Source: an optimization exercise on an open RTL-to-GDS flow (aim: a short achievable clock period and few clock cycles). Production flows keep margins and buffers that such runs may drop. The RTL was checked by simulation tests, not by an equivalence proof against the original design. No activity file was given, so power comes from the tool's default toggle rates.

==> amber: inputs <==
Design projectCPU2022, start of the top module:
module projectCPU2022(
  clk,
  rst,
  wrEn,
  data_fromRAM,
  addr_toRAM,
  data_toRAM
);
input clk, rst;
input wire [15:0] data_fromRAM;
output wire [15:0] data_toRAM;
output wire wrEn;
output wire [12:0] addr_toRAM;
localparam LB = 5;             
localparam N  = 1 << LB;
localparam TB = 13 - LB;       
localparam K  = 24;            
localparam OP_ADD = 3'd0, OP_NOR = 3'd1, OP_SRL = 3'd2, OP_RRL = 3'd3,
           OP_CMP = 3'd4, OP_BZ = 3'd5, OP_CP2W = 3'd6, OP_CPFW = 3'd7;
reg [15:0] W;
reg        dv;         
reg [12:0] dpc;
reg [15:0] dins;
reg        dind;       
reg        dopv;       
reg [15:0] dopval;
reg        mv;         
reg [2:0]  mop;
reg [12:0] mpc;
reg [12:0] mea;
reg        mind;
reg        mmem;       
reg [15:0] mval;
reg        m_st;       
reg        m_st4;      
reg        ev;         
reg [2:0]  eop;
reg [12:0] epc;
reg [12:0] eea;
reg        eind;
reg        emem;       
reg [15:0] eval;
reg        e_st;       
reg        e_st4;      
reg        e_bz;       
reg        e_add, e_nor, e_srl, e_rrl, e_cmp, e_cp2w, e_alu;    
reg        e_bzm;      
reg        e_bzz;      
reg        m_wmod, m_cp2w_c;    
reg        e_wmod, e_cp2w_c;    
reg        q_we;       
reg [12:0] q_a;
reg [15:0] q_d;
reg        q_fetch;
reg        a_v;        
reg        a_fetch;
reg [12:0] a_a;
reg        a_fw;       
reg [15:0] a_fwd;
reg        s0v, s1v;   
reg [12:0] s0a, s1a;
reg [15:0] s0d, s1d;
reg        lsv;        
reg [12:0] lsa;
reg [15:0] lsd;
reg        pv;         
reg [12:0] pa;
reg [15:0] pd;
reg [12:0] fpc;        
reg [12:0] fa;         
reg [12:0] fa1;        
reg        fa_miss;    
reg [N-1:0] fpc_oh;
reg [N-1:0] fa1_oh;
reg [N-1:0] mval_oh;
reg [N-1:0] eval_oh;
reg [12:0] sh4;        
reg        sh4v;
reg [N-1:0]     lv;
reg [N*TB-1:0]  ltag;
reg [N*16-1:0]  lins;
reg [N-1:0]     lind;     
reg [N-1:0]     lopv;
reg [N*16-1:0]  lopval;
function [N-1:0] dec;
  input [LB-1:0] i;
  begin
    dec = {{(N-1){1'b0}}, 1'b1} << i;
  end
endfunction
function [N-1:0] rotl;
  input [N-1:0] x;
  begin
    rotl = {x[N-2:0], x[N-1]};
  end
endfunction
  ...
make LEC_CHECK=0 ABC_CLOCK_PERIOD_IN_PS=3000 CAP_MARGIN=20 CORE_MARGIN=2 CORE_UTILIZATION=30 PLACE_DENSITY=0.4 SETUP_SLACK_MARGIN=2.5 SLEW_MARGIN=20 TNS_END_PERCENT=5 finish   # period 6.0 ns
run.sh (not shown) runs the stock make flow with config.mk's settings and CLKGATE_MAP_FILE= SYNTH_SCRIPT=/design/flow/synth_recipe.tcl, a recipe that flattens the netlist after the stock synthesis.
==> inputs of raven, as changes to amber <==
--- a/flow/design.v
+++ b/flow/design.v
@@ -8,18 +8,18 @@
   data_toRAM
 );
 input clk, rst;
 input wire [15:0] data_fromRAM;
 output wire [15:0] data_toRAM;
 output wire wrEn;
 output wire [12:0] addr_toRAM;
-localparam LB = 5;             
+localparam LB = 4;             
 localparam N  = 1 << LB;
 localparam TB = 13 - LB;       
-localparam K  = 24;            
+localparam K  = 8;            
 localparam OP_ADD = 3'd0, OP_NOR = 3'd1, OP_SRL = 3'd2, OP_RRL = 3'd3,
            OP_CMP = 3'd4, OP_BZ = 3'd5, OP_CP2W = 3'd6, OP_CPFW = 3'd7;
 reg [15:0] W;
 reg        dv;         
 reg [12:0] dpc;
 reg [15:0] dins;
 reg        dind;       
CORE_UTILIZATION = 35   (was 30)
PLACE_DENSITY = 0.5   (was 0.4)
==> inputs of nickel, as changes to amber <==
--- a/flow/design.v
+++ b/flow/design.v
@@ -8,18 +8,18 @@
   data_toRAM
 );
 input clk, rst;
 input wire [15:0] data_fromRAM;
 output wire [15:0] data_toRAM;
 output wire wrEn;
 output wire [12:0] addr_toRAM;
-localparam LB = 5;             
+localparam LB = 6;             
 localparam N  = 1 << LB;
 localparam TB = 13 - LB;       
-localparam K  = 24;            
+localparam K  = 32;            
 localparam OP_ADD = 3'd0, OP_NOR = 3'd1, OP_SRL = 3'd2, OP_RRL = 3'd3,
            OP_CMP = 3'd4, OP_BZ = 3'd5, OP_CP2W = 3'd6, OP_CPFW = 3'd7;
 reg [15:0] W;
 reg        dv;         
 reg [12:0] dpc;
 reg [15:0] dins;
 reg        dind;       
CORE_UTILIZATION = 28   (was 30)
PLACE_DENSITY = 0.35   (was 0.4)
==> inputs of cedar, as changes to amber <==
--- a/flow/design.v
+++ b/flow/design.v
@@ -8,18 +8,18 @@
   data_toRAM
 );
 input clk, rst;
 input wire [15:0] data_fromRAM;
 output wire [15:0] data_toRAM;
 output wire wrEn;
 output wire [12:0] addr_toRAM;
-localparam LB = 5;             
+localparam LB = 6;             
 localparam N  = 1 << LB;
 localparam TB = 13 - LB;       
-localparam K  = 24;            
+localparam K  = 32;            
 localparam OP_ADD = 3'd0, OP_NOR = 3'd1, OP_SRL = 3'd2, OP_RRL = 3'd3,
            OP_CMP = 3'd4, OP_BZ = 3'd5, OP_CP2W = 3'd6, OP_CPFW = 3'd7;
 reg [15:0] W;
 reg        dv;         
 reg [12:0] dpc;
 reg [15:0] dins;
 reg        dind;       
@@ -226,15 +226,15 @@
   else             q_a_n = fa;
 end
 wire        bfwE  = e_st && (eea == q_a);
 wire        bfw1  = s1v && (s1a == q_a);
 wire        bfw0  = s0v && (s0a == q_a);
 wire [12:0] fa_t = padd13(fa, ~tgt);                 
 wire redirect = taken || d_tk;
-wire fa_keep = (fa_t < K - 1);
+wire fa_keep = r2hit && (fa_t < K - 1);
 wire dfree = !dv || dgo;
 wire fwant = dfree && !redirect && !flush;
 wire snap  = fwant && !fb && !r1hit && !(fa == fpc && fa_miss);
 always @(posedge clk) begin
   if (rst) begin
     W <= 16'd0;
     dv <= 1'b0;
@@ -361,15 +361,15 @@
       end
     end else begin
       dopv   <= !dind && dopv_e;
       dopval <= dopval_e;
     end
     if (redirect) begin
       if (!fa_keep) begin
-        fa <= tgt; fa1 <= tgt + 13'd1; fa_miss <= 1'b1;
+        fa <= tgt; fa1 <= tgt + 13'd1; fa_miss <= !r2hit;
         fa1_oh <= rotl(tgt_oh);
       end
     end else if (flush) begin
       fa <= epc1; fa1 <= epc1 + 13'd1; fa_miss <= 1'b1;
       fa1_oh <= rotl(dec(epc1[LB-1:0]));
     end else if (snap) begin
       fa <= fpc; fa1 <= fpc + 13'd1; fa_miss <= 1'b1;
CORE_UTILIZATION = 40   (was 30)
PLACE_DENSITY = unset   (was 0.4)
==> flow_metrics.py <==
metrics = {
    "outcome": {
        "status": "timing/DRC/antenna clean",
    },
    "final_layout": {
        "antenna_cells": 90,
        "seq_share_pct": 38.9,
        "multi_input_area_share_pct": 42.3,
    },
    "power": {
        "p_sw_mw": 10.2,
        "cellInternalPower_mw": 24.9,
        "seq-power_mw": 15.1,
    },
    "floorplan": {
        "die_y_um": 632,
    },
    "sta": {
        "setup_violations": 0,
        "final_max_slew_viol_count": 0,
    },
    "global_routing": {
        "track_usage_pct": 49.0,
    },
}
-- figures above: amber

==> flow_metrics.py <==
metrics = {
    "place": {
        "io_buffers": 47,
        "postPlaceCellArea_mm2": 0.234,
    },
    "synthesis": {
        "synth_mux_area_share_pct": 1.07,
        "ys_types": 92,
        "synthTopCellsByArea": "edfxtp_1 (45%), o21ai_0 (5.8%), xor2_1 (5.6%)",
        "synth_fp_nets": 21200,
        "synth_edf_count": 3063,
    },
    "outcome": {
        "status": "aborted with a tool error",
        "haltStage": "global routing (5_1_grt)",
        "error_line": "[ERROR GRT-0116] Global routing finished with congestion. Check the congestion regions in the DRC Viewer.",
    },
    "clock_network": {
        "htreeDepth": 5,
        "numCtsBuffers": 427,
        "cts-root-buf": "clkbuf_16",
    },
    "global_routing": {
        "grt_use_met3_pct": 55.9,
        "track_usage_pct": 70.8,
        "grt_pass1_wl_mm": 3290,
    },
    "floorplan": {
        "die_y_um": 861,
    },
}
-- figures above: nickel

==> flow_metrics.py <==
metrics = {
    "outcome": {
        "status": "aborted with a tool error",
        "haltStage": "global routing (5_1_grt)",
        "error_line": "[ERROR GRT-0116] Global routing finished with congestion. Check the congestion regions in the DRC Viewer.",
    },
    "synthesis": {
        "synthTopCellsByArea": "edfxtp_1 (44%), xor2_1 (6.0%), o21ai_0 (5.9%)",
        "synthAdderAreaFrac_pct": 0.518,
    },
    "clock_network": {
        "cts.repair.resized": 286,
        "postCtsHoldBufs": 0,
        "cts-root-buf": "clkbuf_16",
    },
    "floorplan": {
        "ios": 48,
        "die_y_um": 724,
    },
    "global_routing": {
        "track_usage_pct": 89.4,
        "grt_use_met3_pct": 84.3,
    },
}
-- figures above: cedar

==> flow_metrics.py <==
metrics = {
    "outcome": {
        "status": "timing/DRC/antenna clean",
    },
    "power": {
        "cellInternalPower_mw": 16.7,
        "finalPower_mw": 24.6,
        "seq-power_mw": 9.71,
        "p_sw_mw": 7.90,
        "power_leader": "sequential cells",
    },
    "clock_network": {
        "cts.repair.resized": 239,
    },
    "final_layout": {
        "multi_input_area_share_pct": 43.4,
        "antenna_cells": 12,
    },
    "global_routing": {
        "track_usage_pct": 39.9,
    },
    "sta": {
        "setup_violations": 0,
    },
    "floorplan": {
        "die_y_um": 459,
    },
    "setup_path": {
        "regToRegSetupSlack_ns": 1.21,
    },
    "place": {
        "place_ws_ns": 0.493,
    },
}
-- figures above: raven

Testbench counts of amber, summed over its fixed seeds: cycles 510,979.
Testbench counts of raven, summed over its fixed seeds: cycles 740,909.
Testbench counts of nickel, summed over its fixed seeds: cycles 423,439.
Testbench counts of cedar, summed over its fixed seeds: cycles 422,570.

-- what the ideal ports hide --
In the flow no input, the clock included, has a driving cell. The finished layouts below were timed again as built, in two steps. Step 1 assumes that a clkbuf_16 drives the clock port and a buf_2 every other input. Step 2, shift: input delay + t, output delay - t, t = (earliest + latest rising clock arrival at the registers) / 2. This alone moves slack from input paths to output paths. a / b / c = ideal / step 1 / step 2; a / b = the first two.
run	shift t [ns]	setup slack, ns	clock arrival spread, ns
amber	1.120	0.902 / 0.902 / 0.638	0.071 / 0.071
raven	0.924	1.214 / 1.214 / 0.762	0.062 / 0.063
After both steps setup and hold are still met in every run listed. The setup slack of raven, which loses most, moves by 0.000 ns with the drivers and by -0.452 ns with both steps.
